Context: an optimization exercise on an open-source flow, tuned for small area, a short achievable clock period and few clock cycles per item. The choices shown serve that exercise and are no tape-out recipe. The RTL was checked by simulation tests, not by an equivalence proof against the original design.

==> flow/design.v (excerpt) <==
module nr_div (
    input rstn,
    input clk,
    input [23:0] d,
    input in_valid,
    output in_ready,
    output reg [23:0] out,
    output reg out_valid,
    input out_ready
);
export LEC_CHECK = 0
export CAP_MARGIN = 20
export CORE_MARGIN = 2
export CORE_UTILIZATION = 60
export SETUP_SLACK_MARGIN = 4.0
export SLEW_MARGIN = 20
create_clock -name core_clock -period 8.0 [get_ports {clk}]
standard.sh (not shown) runs the stock make flow with config.mk's settings and CLKGATE_MAP_FILE= SYNTH_SCRIPT=/design/flow/synth_recipe.tcl, a recipe that flattens the netlist after the stock synthesis.
==> flow/flow/run.sh <==
#!/bin/bash
# Standard layout, with one extra step between synthesis and floorplan:
# invopt.py re-polarises full and half adders so that the
# netlist needs fewer inverters around them.  Registers are untouched.
set -euo pipefail
R=orfs/results/${FLOW_PLATFORM}/nr_div/base
bash standard.sh synth > synth.log 2>&1
cp "$R/1_2_yosys.v" "$R/1_2_yosys.std.v"
python3 flow/invopt.py "$R/1_2_yosys.std.v" "$R/1_2_yosys.v" > invopt.log 2>&1
rm -f "$R/1_synth.odb" "$R/1_synth.sdc"
bash standard.sh > layout.log 2>&1
Other scripts of this flow, unchanged in this note and not shown: flow/flow/invopt.py
The starting point finished with timing, DRC and antenna clean.
Testbench counts at the start, summed over its fixed seeds: cycles 2,128, items 2,048.
==> next run, changes <==
Settings changed: CORE_UTILIZATION 60 to 40.
The new run passed the timing, design-rule and antenna checks.
Wire length decreases by a few percent.
Area after synthesis is unchanged.
Die area went up by well over a third.
Global-route usage went down by 10 points.
Via count drops by a few percent.

========
Setup of 01-19:
Another version of the RTL of nr_div (not shown whole).
For scale: roughly 4,200 cells after synthesis, about 54 I/O pins, roughly 48,000 sq um of cells after synthesis.
// nr_div
module nr_div (
    input rstn,
    input clk,
    input [23:0] d,
    input in_valid,
    output reg in_ready,
    output reg [23:0] out,
    output reg out_valid,
    input out_ready
);
    wire in_norm = d[23] ? ((d[22] == 1'b0 && d[21:8] != 14'd0) || d[22:8] == 15'h4000)
                         : d[22];
    wire acc = in_valid & in_ready;
    reg        v1, v2, v3, v4, v5, v6, v7, v8, v9;
    reg        f1, f2, f3, f4, f5, f6, f7, f8, f9;    
    reg        s1, s2, s3, s4, s5, s6, s7, s8, s9;
    reg [15:0] x1;
    reg [7:0]  dl1;
    reg [7:0]  ex2, ex3, ex4, ex5, ex6, ex7, ex8, ex9;
    reg [15:0] z2, z3, z4, z6, z7, zz8;
    reg [13:0] mp2, mp3, mp4, mp5, mp6;
    reg [26:0] pa3_a, pa3_b;
    reg [11:0] ea4;
    reg [30:0] qb5_a, qb5_b;
    reg [21:0] pb7_a, pb7_b;
    reg [6:0]  eb8;
    reg [31:0] zc9_a, zc9_b;
    reg        skv;                      
    reg [23:0] sk;
    reg        sbusy;                    
  ...
export LEC_CHECK = 0
export CAP_MARGIN = 20
export CORE_MARGIN = 2
export CORE_UTILIZATION = 40
export SETUP_SLACK_MARGIN = 5
export SLEW_MARGIN = 20
create_clock -name core_clock -period 8.0 [get_ports {clk}]
run.sh (not shown) runs the stock make flow with config.mk's settings and CLKGATE_MAP_FILE= SYNTH_SCRIPT=/design/flow/synth_recipe.tcl, a recipe that flattens the netlist after the stock synthesis.
Stock flow here: none of the scripts above is used.
Testbench counts of 01-19, summed over its fixed seeds: cycles 2,128, items 2,048.
Edits applied to the flow inputs when going from 01-19 to 05-05:
# 01-19
export LEC_CHECK = 0
export CAP_MARGIN = 20
export CORE_MARGIN = 2
export CORE_UTILIZATION = 40
export SETUP_SLACK_MARGIN = 5
export SLEW_MARGIN = 20
create_clock -name core_clock -period 8.0 [get_ports {clk}]
# 05-05
export LEC_CHECK = 0
export CAP_MARGIN = 20
export CORE_MARGIN = 2
export CORE_UTILIZATION = 40
export SETUP_SLACK_MARGIN = 4.3
export SLEW_MARGIN = 20
create_clock -name core_clock -period 8.0 [get_ports {clk}]
### Flow results
Number of antenna violations at the first check in global routing (lower): 05-05. 05-05 vs 01-19 — total routed wire length on the met1 layer dropped about 5%. Diff 01-19..05-05 | area after synthesis | unchanged. Taking 01-19 as the reference, in 05-05 clock period minus worst slack picked up an extra 130 ps; upper clock frequency limit has decreased; die footprint roughly the same; routed wire length went down. Sort 05-05 and 01-19 by top fanout value on the critical path, descending, and 01-19 comes first. Max fraction of area in registers across 05-05 and 01-19: 05-05. Against 01-19, 05-05 comes in 130 ps lower on worst setup slack.

========
nr_div with an RTL version that a note above also has.
Size: roughly 3,600 cells after synthesis, about 54 I/O pins, about 40,000 um2 of cells after synthesis.
export LEC_CHECK = 0
export CAP_MARGIN = 20
export CORE_MARGIN = 2
export CORE_UTILIZATION = 40
export CTS_BUF_LIST = sky130_fd_sc_hd__clkbuf_8
export CTS_CLUSTER_SIZE = 30
export PLACE_DENSITY = 0.75
export SETUP_SLACK_MARGIN = 4.0
export SLEW_MARGIN = 20
create_clock -name core_clock -period 8.0 [get_ports {clk}]
standard.sh (not shown) runs the stock make flow with config.mk's settings and CLKGATE_MAP_FILE= SYNTH_SCRIPT=/design/flow/synth_recipe.tcl, a recipe that flattens the netlist after the stock synthesis.
==> flow/flow/run.sh <==
#!/bin/bash
# Standard layout, with one extra step between synthesis and floorplan:
# invopt.py re-polarises full and half adders and simple gates so that the
# netlist needs fewer inverters around them.  Registers are untouched.
set -euo pipefail
R=orfs/results/${FLOW_PLATFORM}/nr_div/base
bash standard.sh synth > synth.log 2>&1
cp "$R/1_2_yosys.v" "$R/1_2_yosys.std.v"
python3 flow/invopt.py "$R/1_2_yosys.std.v" "$R/1_2_yosys.v" > invopt.log 2>&1
rm -f "$R/1_synth.odb" "$R/1_synth.sdc"
bash standard.sh > layout.log 2>&1
Other scripts of this flow, unchanged in this note and not shown: flow/flow/invopt.py
The first run passed the timing, design-rule and antenna checks.
Testbench counts at the start, summed over its fixed seeds: cycles 2,128, items 2,048.
==> next run, changes <==
--- a/flow/flow/run.sh
+++ b/flow/flow/run.sh
@@ -6,2 +6,3 @@
 R=orfs/results/${FLOW_PLATFORM}/nr_div/base
+export PYTHONHASHSEED=0
 bash standard.sh synth > synth.log 2>&1
--- a/flow/config.mk
+++ b/flow/config.mk
@@ -12,4 +12,3 @@
 export CTS_CLUSTER_SIZE = 30
-export PLACE_DENSITY = 0.75
-export SETUP_SLACK_MARGIN = 4.0
+export SETUP_SLACK_MARGIN = 4.25
 export SLEW_MARGIN = 20
Effect:
- routed wire length is higher by a few percent
- register-to-register slack gets better by 130 ps
- count of clock-buffer cells in the layout went up by 4
- worst setup slack is better by 130 ps
- sequential cell count stays the same
- final area grows by a few percent
- global-route usage increases by 1.2 points
==> next run, changes <==
--- a/flow/config.mk
+++ b/flow/config.mk
@@ -12,3 +12,3 @@
 export CTS_CLUSTER_SIZE = 30
-export SETUP_SLACK_MARGIN = 4.25
+export SETUP_SLACK_MARGIN = 4.1
 export SLEW_MARGIN = 20
After rerunning: The changed run went through all stages and came out clean. First-iteration DRC count shrinks by 3.1%. Final cell count shrinks by 0.82%. Design area shrinks by 1.1%. Wire length shrinks by 2.1%. Utilization shrinks by 0.53 points. Hold slack is worse by 18 ps. Area after synthesis is unchanged.
==> next run, changes <==
--- a/flow/flow/run.sh
+++ b/flow/flow/run.sh
@@ -6,3 +6,2 @@
 R=orfs/results/${FLOW_PLATFORM}/nr_div/base
-export PYTHONHASHSEED=0
 bash standard.sh synth > synth.log 2>&1
--- a/flow/config.mk
+++ b/flow/config.mk
@@ -10,5 +10,4 @@
 export CORE_UTILIZATION = 40
-export CTS_BUF_LIST = sky130_fd_sc_hd__clkbuf_8
-export CTS_CLUSTER_SIZE = 30
-export SETUP_SLACK_MARGIN = 4.1
+export PLACE_DENSITY = 0.75
+export SETUP_SLACK_MARGIN = 4.0
 export SLEW_MARGIN = 20
Effect:
- worst setup slack got worse by 110 ps
- cell area came out lower by 1.7%
- utilization came out lower by 0.79 points
- flip-flop and latch count stays the same
- hold slack improved by 22 ps
- cell count came out lower by 2.3%

========
## job 101
nr_div again, from the RTL that the note above started with.
export LEC_CHECK = 0
export CAP_MARGIN = 20
export CORE_MARGIN = 2
export CORE_UTILIZATION = 40
export CTS_BUF_LIST = sky130_fd_sc_hd__clkbuf_8
export CTS_CLUSTER_SIZE = 30
export SETUP_SLACK_MARGIN = 4.0
export SLEW_MARGIN = 20
create_clock -name core_clock -period 8.0 [get_ports {clk}]
==> flow/flow/run.sh <==
#!/bin/bash
# Standard layout, with one extra step between synthesis and floorplan:
# invopt.py re-polarises full and half adders and simple gates so that the
# netlist needs fewer inverters around them.  Registers are untouched.
set -euo pipefail
R=orfs/results/${FLOW_PLATFORM}/nr_div/base
bash standard.sh synth > synth.log 2>&1
cp "$R/1_2_yosys.v" "$R/1_2_yosys.std.v"
python3 flow/invopt.py "$R/1_2_yosys.std.v" "$R/1_2_yosys.v" > invopt.log 2>&1
rm -f "$R/1_synth.odb" "$R/1_synth.sdc"
bash standard.sh > layout.log 2>&1
Other scripts of this flow, unchanged in this note and not shown: flow/flow/invopt.py
Both conditions hold for job 101: the flow ran to the end and the final layout passed the timing, design-rule and antenna checks.
Testbench counts of job 101, summed over its fixed seeds: cycles 2,128, items 2,048.
### job 101 -> job 102
# job 101
export LEC_CHECK = 0
export CAP_MARGIN = 20
export CORE_MARGIN = 2
export CORE_UTILIZATION = 40
export CTS_BUF_LIST = sky130_fd_sc_hd__clkbuf_8
export CTS_CLUSTER_SIZE = 30
export SETUP_SLACK_MARGIN = 4.0
export SLEW_MARGIN = 20
create_clock -name core_clock -period 8.0 [get_ports {clk}]
# job 102
export LEC_CHECK = 0
export CAP_MARGIN = 20
export CORE_MARGIN = 2
export CORE_UTILIZATION = 40
export SETUP_SLACK_MARGIN = 4.2
export SLEW_MARGIN = 20
create_clock -name core_clock -period 8.0 [get_ports {clk}]
Findings:
Delta (job 102 minus job 101): wire length on met2 now sits higher, post-placement worst setup slack now sits higher. Job 102: done, clean on timing, DRC and antenna. Job 101: PASS, flow complete, no timing, DRC or antenna violations. Diff job 101 -> job 102: global-route usage increased by 0.44 points relative to the old numbers, logic depth of the worst setup path including buffers increased by 1 relative to the old numbers. Re area added between synthesis and finish: job 101 was lower than job 102. In the flow results for job 102 and job 101, the proportion of cell area occupied by multi-input gates is larger on job 101.

==> re-timing with driven ports <==
No port has a modelled driver above. Below, the same layouts with a new extraction and two added sets of constraints.
Step 1, drivers: a clkbuf_16 drives clk and a buf_2 each remaining input, both assumed.
Step 2 times the ports against the registers' clock, not the clock port: input delays grow and output delays shrink by t, the midpoint of the rising clock arrivals with the driver on.
Three values: ideal, step 1, step 2; two values: the first two.
run | t, ns | slack for setup (ns) | worst setup path at the end | worst slew at a driven data input, ns
the first run of note 1 | 0.699 | 3.952 / 3.952 / 3.865 | input to register | 0.06
the second run of note 1 | 0.700 | 3.964 / 3.964 / 3.570 | input to register | 0.05
01-19 | 0.735 | 3.852 / 3.852 / 3.852 | register to register | 0.06
05-05 | 0.718 | 3.727 / 3.727 / 3.727 | register to register | 0.08
the first run of note 3 | 0.736 | 3.935 / 3.935 / 3.811 | input to register | 0.05
the second run of note 3 | 0.782 | 4.064 / 4.064 / 3.863 | input to register | 0.04
the third run of note 3 | 0.782 | 4.062 / 4.062 / 3.882 | input to register | 0.04
the fourth run of note 3 | 0.674 | 3.952 / 3.952 / 3.616 | input to register | 0.04
job 101 | 0.756 | 3.952 / 3.952 / 3.399 | input to register | 0.04
job 102 | 0.705 | 4.054 / 4.054 / 3.920 | input to register | 0.04
After both steps setup and hold are still met in every run listed. For job 101, which loses most, drivers alone change the setup slack by 0.000 ns; drivers and shift together by -0.553 ns.
